What follows belongs to an exercise in optimizing a design on an open flow for small area; a production flow would make more cautious choices. The RTL was checked by simulation tests, not by an equivalence proof against the original design. Power and IR drop assume default switching activity.

==> inputs of run P <==
// db_filter
module db_filter ( clk,
					 rst, 
					 bs_luma,
					 bs_chroma_1, 
					 bs_chroma_2, 
                     qp1_i, qp2_i,
					 select,
					 p3_1_i, p2_1_i, p1_1_i, p0_1_i, q0_1_i, q1_1_i, q2_1_i, q3_1_i,
                     p3_2_i, p2_2_i, p1_2_i, p0_2_i, q0_2_i, q1_2_i, q2_2_i, q3_2_i,
                     p3_3_i, p2_3_i, p1_3_i, p0_3_i, q0_3_i, q1_3_i, q2_3_i, q3_3_i,
                     p3_4_i, p2_4_i, p1_4_i, p0_4_i, q0_4_i, q1_4_i, q2_4_i, q3_4_i,
					 p3_1_o, p2_1_o, p1_1_o, p0_1_o, q0_1_o, q1_1_o, q2_1_o, q3_1_o,
                     p3_2_o, p2_2_o, p1_2_o, p0_2_o, q0_2_o, q1_2_o, q2_2_o, q3_2_o,
                     p3_3_o, p2_3_o, p1_3_o, p0_3_o, q0_3_o, q1_3_o, q2_3_o, q3_3_o,
                     p3_4_o, p2_4_o, p1_4_o, p0_4_o, q0_4_o, q1_4_o, q2_4_o, q3_4_o
                    );
Settings: LEC_CHECK=0, CAP_MARGIN=20, CORE_MARGIN=2, CORE_UTILIZATION=40, SLEW_MARGIN=20; clock period 9.0 ns.
standard.sh (not shown) runs the stock make flow with config.mk's settings and CLKGATE_MAP_FILE= SYNTH_SCRIPT=/design/flow/synth_recipe.tcl, a recipe that flattens the netlist after the stock synthesis.
==> flow/flow/run.sh <==
#!/bin/bash
set -euo pipefail
HERE=$(pwd)
FLOWDIR=$HERE/flow

# ORFS synth.tcl with the ABC script replaced by ours
sed -e "s#-script \$abc_script#-script $FLOWDIR/abc_area.script#" \
    $FLOW_HOME/scripts/synth_preamble.tcl > $HERE/my_synth_preamble.tcl
sed -e "s#source \$::env(SCRIPTS_DIR)/synth_preamble.tcl#source $HERE/my_synth_preamble.tcl#" \
    -e "s#extract_fa {\*}\[dont_use_extract_fa_args\]#extract_fa -fa#" \
    $FLOW_HOME/scripts/synth.tcl > $HERE/my_synth.tcl
grep -q "my_synth_preamble.tcl" $HERE/my_synth.tcl
grep -q "extract_fa -fa" $HERE/my_synth.tcl
grep -q "$FLOWDIR/abc_area.script" $HERE/my_synth_preamble.tcl
# The standard flow's synthesis script, sourcing the modified synth.tcl
sed -e "s#source \$::env(SCRIPTS_DIR)/synth.tcl#source $HERE/my_synth.tcl#" \
    $HERE/synth_recipe.tcl > $HERE/my_synth_recipe.tcl
grep -q "my_synth.tcl" $HERE/my_synth_recipe.tcl
# standard.sh with our synthesis script
sed -e "s#SYNTH_SCRIPT=[^ ]*#SYNTH_SCRIPT=$HERE/my_synth_recipe.tcl#" $HERE/standard.sh > $HERE/my_standard.sh
grep -q "my_synth_recipe.tcl" $HERE/my_standard.sh

export SYNTH_ARGS="-noabc"
export BUFFER_PORTS_ARGS="-buffer_cell sky130_fd_sc_hd__buf_1"
if [[ -s $FLOWDIR/cts_args.txt ]]; then
  export CTS_ARGS="$(cat $FLOWDIR/cts_args.txt)"
fi
bash $HERE/my_standard.sh > $HERE/standard.log 2>&1
==> flow/flow/abc_area.script <==
&get -n
&st
&dch
&nf -R 1000
&put
==> flow/flow/cts_args.txt <==
-sink_clustering_enable -repair_clock_nets -dont_use_dummy_load -buf_list sky130_fd_sc_hd__clkbuf_16 -sink_clustering_size 24 -sink_clustering_max_diameter 70
==> inputs of run B, as changes to run P <==
==> flow/flow/cts_args.txt (replaced) <==
-sink_clustering_enable -repair_clock_nets -dont_use_dummy_load -buf_list sky130_fd_sc_hd__clkbuf_8 -sink_clustering_size 16 -sink_clustering_max_diameter 60
==> results.txt <==
quantity                                                       run B          run P
Status                                      timing/DRC/antenna clean  timing/DRC/antenna clean
Number of global-route vias before repair                     35,883         35,694
Ratio of total power to cell area                      219.7 nW/um^2  225.1 nW/um^2
Non-clock buffer count                                           612            599
Non-clk buf share                                             4.890%         4.681%
Final core utilization                                        44.84%         45.02%
Final Skew                                                  114.1 ps       72.34 ps
Share of total power in sequential cells                       29.4%          28.6%
Power in sequential cells                                    3520 uW        3530 uW
Met2 track utilization from global routing                    39.75%         39.87%
Global Route met3 Usage                                       3.361%         2.670%
Fillers                                                       11,649         11,606
Comb power frac                                                56.1%          53.8%
Cts repair resizes                                                46              4
Wl on met1                                                 66,200 um      66,730 um
Ratio of cells with drive above 1 in the final layout         5.505%         3.962%
Comb group                                                   6730 uW        6640 uW
Max Clk Rate                                               113.8 MHz      113.5 MHz
PnR Total Power                                            11,990 uW      12,340 uW
Critical register-to-register path endpoint               difq_2[13]      difq_2[9]
Routed length per instance                                  23.65 um       23.69 um
Launch point of the worst reg-to-reg path                 pix_1[152]      pix_1[88]
Multi-input gate area                                    31,780 um^2    31,680 um^2
Timing startpoint of the critical path                     pix_2[16]     pix_2[144]
CP Capture Point                                           q0_4_o[6]      q2_2_o[6]
Reg-to-reg setup timing slack                                 550 ps         570 ps
Number of cells on the critical path                              15             16

-- static timing again, ports no longer ideal --
The results above use ideal ports. As a check the final layouts listed here were re-extracted and re-timed, cells and wires unchanged.
Step 1, drivers: a clkbuf_16 drives clk and a buf_2 each remaining input, both assumed.
Step 2 moves the port delays by t, midway between the first and last clock arrival at a register: inputs arrive t later, outputs are due t later. That takes back most of the time a late clock gives input paths.
Three values: no drivers, after step 1, after step 2; two values: the first two.
run | shift t [ns] | slack for setup (ns) | worst setup path after step 2
run P | 0.734 | 0.186 / 0.111 / 0.375 | input to output
run B | 0.830 | 0.213 / 0.142 / 0.315 | input to output
After both steps every run listed still meets setup and hold.
